Source: an optimization exercise on an open RTL-to-GDS flow (aim: small area, a short achievable clock period and few clock cycles per item). Production flows keep margins and buffers that such runs may drop. At most, simulation tests tie the RTL to the original design; equivalence was not proved.

==> flow/design.v (excerpt) <==
module cordi_arch
(
	input [15:0] theta,
	input bgn,
	input clk,
	input rst_b,
	output [15:0] cos,
	output fin
);
clock: 10.0 ns
lec_check: 0
abc_area: 1
cap_margin: 20
core_margin: 2
core_utilization: 40
gpl_timing_driven: 0
slew_margin: 20
tns_end_percent: 0
standard.sh (not shown) runs the stock make flow with config.mk's settings and CLKGATE_MAP_FILE= SYNTH_SCRIPT=/design/flow/synth_recipe.tcl, a recipe that flattens the netlist after the stock synthesis.
==> flow/flow/run.sh <==
#!/bin/bash
# Standard ORFS layout; repair_timing aims for a larger setup margin.
set -euo pipefail
bash standard.sh SETUP_SLACK_MARGIN=6.9 finish > standard_flow.log 2>&1
Change:
==> flow/flow/run.sh (replaced) <==
#!/bin/bash
# Standard ORFS layout, with buf_2 port buffers and repair_timing aiming for a
# larger setup margin (on the worst path only: TNS_END_PERCENT 0 in config.mk).
set -euo pipefail
bash standard.sh "BUFFER_PORTS_ARGS=-buffer_cell sky130_fd_sc_hd__buf_2" SETUP_SLACK_MARGIN=6.9 finish > standard_flow.log 2>&1
CORE_UTILIZATION = 65   (was 40)
CTS_BUF_LIST = sky130_fd_sc_hd__clkbuf_8   (was default)
CTS_CLUSTER_SIZE = 30   (was default)
Effect: Final area goes down by 2.0%; setup slack gains 0.30 ns; via count goes up by 5.3%; non-clock buffer count goes up by 14; area after synthesis stays the same; global-route usage goes up by 11 points; first-iteration DRC count goes up by 90%.
Change:
CORE_UTILIZATION = 40   (was 65)
CTS_BUF_LIST = default   (was sky130_fd_sc_hd__clkbuf_8)
CTS_CLUSTER_SIZE = default   (was 30)
Effect: The new run ran to the end with no violations. Setup slack is worse by 0.033 ns. Cell area went up by about 3.5%. Routed wire length came out higher by about 5%. Worst hold slack is better by 0.029 ns.
Change:
CTS_BUF_LIST = sky130_fd_sc_hd__clkbuf_8   (was default)
CTS_CLUSTER_SIZE = 30   (was default)
What happened: Hold slack improved by 0.0063 ns. Count of clock-buffer cells in the layout is lower by 1. Synthesized cell count does not change. Area after synthesis stays the same. First-iteration DRC count shrinks slightly. Final area is about the same. Setup slack gains 0.048 ns. Cell count stays flat. Sequential cell count does not change. Global-route usage hardly moves.
Function was not checked in any run of this note: the RTL went through the layout flow alone.

## try-sierra
cordi_arch, a different RTL version from the one above (not shown whole).
For scale: about 69 flip-flops, about 36 I/O pins, roughly 6400 sq um of cells after synthesis.
clock: 10.0 ns
lec_check: 0
abc_area: 1
cap_margin: 20
core_margin: 2
core_utilization: 40
cts_buf_list: sky130_fd_sc_hd__clkbuf_8
cts_cluster_diameter: 150
cts_cluster_size: 40
gpl_timing_driven: 0
slew_margin: 20
tns_end_percent: 0
==> flow/flow/run.sh <==
#!/bin/bash
# Standard ORFS layout, with buf_2 port buffers and repair_timing aiming for a
# larger setup margin (on the worst path only: TNS_END_PERCENT 0 in config.mk).
set -euo pipefail
bash standard.sh "BUFFER_PORTS_ARGS=-buffer_cell sky130_fd_sc_hd__buf_2" SETUP_SLACK_MARGIN=6.9 finish > standard_flow.log 2>&1
Input changes introduced in try-delta (baseline for comparison: try-sierra):
- CTS_CLUSTER_SIZE: 40 -> 50
- CTS_CLUSTER_DIAMETER: 150 -> unset
Notes after the runs:
- try-delta closes out successfully: all stages finished, all timing, DRC and antenna checks passed.
- From try-sierra to try-delta, number of buffers between clock root and the deepest sink did not move at all.
- Going from try-sierra to try-delta, fmax flat, cell area held, average via count per standard cell ~0 delta.
## Diff of input files: try-pepper against try-delta
- swapping 50 for 30 in CTS_CLUSTER_SIZE
[summary]
Depth of the worst hold-timing path came out exactly the same in try-pepper and try-delta.
Reported for try-pepper and try-delta, clock sink total turned out identical to the last digit.
No functional check of the RTL was part of any run of this note.

== run A ==
cordi_arch, a different RTL version from the one above (not shown whole).
For scale: roughly 890 cells after synthesis, about 86 flip-flops, about 6200 um2 of cells after synthesis.
clock: 10.0 ns
lec_check: 0
abc_area: 1
cap_margin: 20
core_margin: 2
core_utilization: 40
gpl_timing_driven: 0
slew_margin: 20
==> flow/flow/run.sh <==
#!/bin/bash
# Standard ORFS layout; repair_timing aims for a larger setup margin.
set -euo pipefail
bash standard.sh SETUP_SLACK_MARGIN=6.5 finish > standard_flow.log 2>&1
Run A went all the way through the flow, and no timing, DRC or antenna check failed.
Testbench counts of run A, summed over its fixed seeds: cycles 36,864, items 2,048.
Setup changes, run A to run B
--- a/flow/flow/run.sh
+++ b/flow/flow/run.sh
@@ -4 +4 @@
-bash standard.sh SETUP_SLACK_MARGIN=6.5 finish > standard_flow.log 2>&1
+bash standard.sh SETUP_SLACK_MARGIN=7.2 finish > standard_flow.log 2>&1
==> summary.txt <==
Run B completed end to end with timing, DRC and antenna clean. Compared with run A, in run B area of all placed cells without fillers increased about 17%; setup slack of the critical path after layout has increased. Run B vs. run A: register fraction of the total cell area went down by 2.6 points.
## Diff of input files: run C against run B
==> flow/run.sh (new file) <==
#!/bin/bash
# synth_recipe.tcl (not shown) runs the flow's synth.tcl, then flattens the netlist and writes it again
# the make line also repeats each setting of config.mk as NAME=value (left out here)
make -C /OpenROAD-flow-scripts/flow DESIGN_CONFIG=/design/flow/config.mk WORK_HOME=/design/flow/orfs CLKGATE_MAP_FILE= SYNTH_SCRIPT=/design/flow/synth_recipe.tcl finish
removed: flow/flow/run.sh
removed: flow/standard.sh
[summary]
- Run B went all the way through synthesis, placement and routing and the layout is clean on timing, DRC and antenna.
- Run C ran to completion and came out clean on the timing, design-rule and antenna checks.
- Row maximum number of pins on one net before global-route repair: run C higher / run B lower
- Compared with run B, the detailed router inserted fewer vias in run C.
- Going from run B to run C, largest stage delay on the critical path higher; top fanout value on the critical path increased 2; total non-filler cell area in the finished layout shrank by 15%.
- Run C falls short of run B in clock period minus worst slack.
- Run C vs run B, critical-path cell with the highest stage delay: fa_1 vs ha_2
- | final critical-path share of the clock period | higher: run C |

## separate check: timing with driven ports
How much do the figures lean on ideal ports? The routed layouts below were timed once more, with nothing changed but the port constraints.
Step 1: set_driving_cell puts a clkbuf_16 on clk and a buf_2 on each other input, an assumption about the parent block.
Step 2 adds t to the input delays and takes it off the output delays; t is the mean of the earliest and latest rising clock arrival at the registers after step 1. Input paths then give back, and output paths get back, about the clock's delay inside the block.
a / b / c = ideal ports / drivers / drivers and shift; a / b = the first two.
| run | shift t [ns] | setup WS [ns] | worst setup path after step 2 | worst register clock-pin slew, ns |
|---|---|---|---|---|
| the first run of note 1 | 0.388 | 6.660 / 6.618 / 6.567 | input to register | 0.06 / 0.06 |
| the second run of note 1 | 0.405 | 6.955 / 6.925 / 6.896 | input to register | 0.09 / 0.09 |
| the third run of note 1 | 0.385 | 6.922 / 6.881 / 6.925 | input to register | 0.07 / 0.07 |
| the fourth run of note 1 | 0.414 | 6.970 / 6.934 / 6.935 | input to register | 0.09 / 0.09 |
| try-sierra | 0.416 | 6.992 / 6.951 / 6.763 | input to register | 0.09 / 0.09 |
| try-delta | 0.416 | 6.992 / 6.951 / 6.763 | input to register | 0.09 / 0.09 |
| try-pepper | 0.416 | 6.992 / 6.951 / 6.763 | input to register | 0.09 / 0.09 |
| run A | 0.391 | 6.533 / 6.490 / 6.686 | register to register | 0.07 / 0.07 |
| run B | 0.388 | 6.982 / 6.982 / 6.982 | register to register | 0.07 / 0.07 |
| run C | 0.391 | 6.241 / 6.241 / 6.241 | register to register | 0.07 / 0.07 |
After both steps every run listed still meets setup and hold.
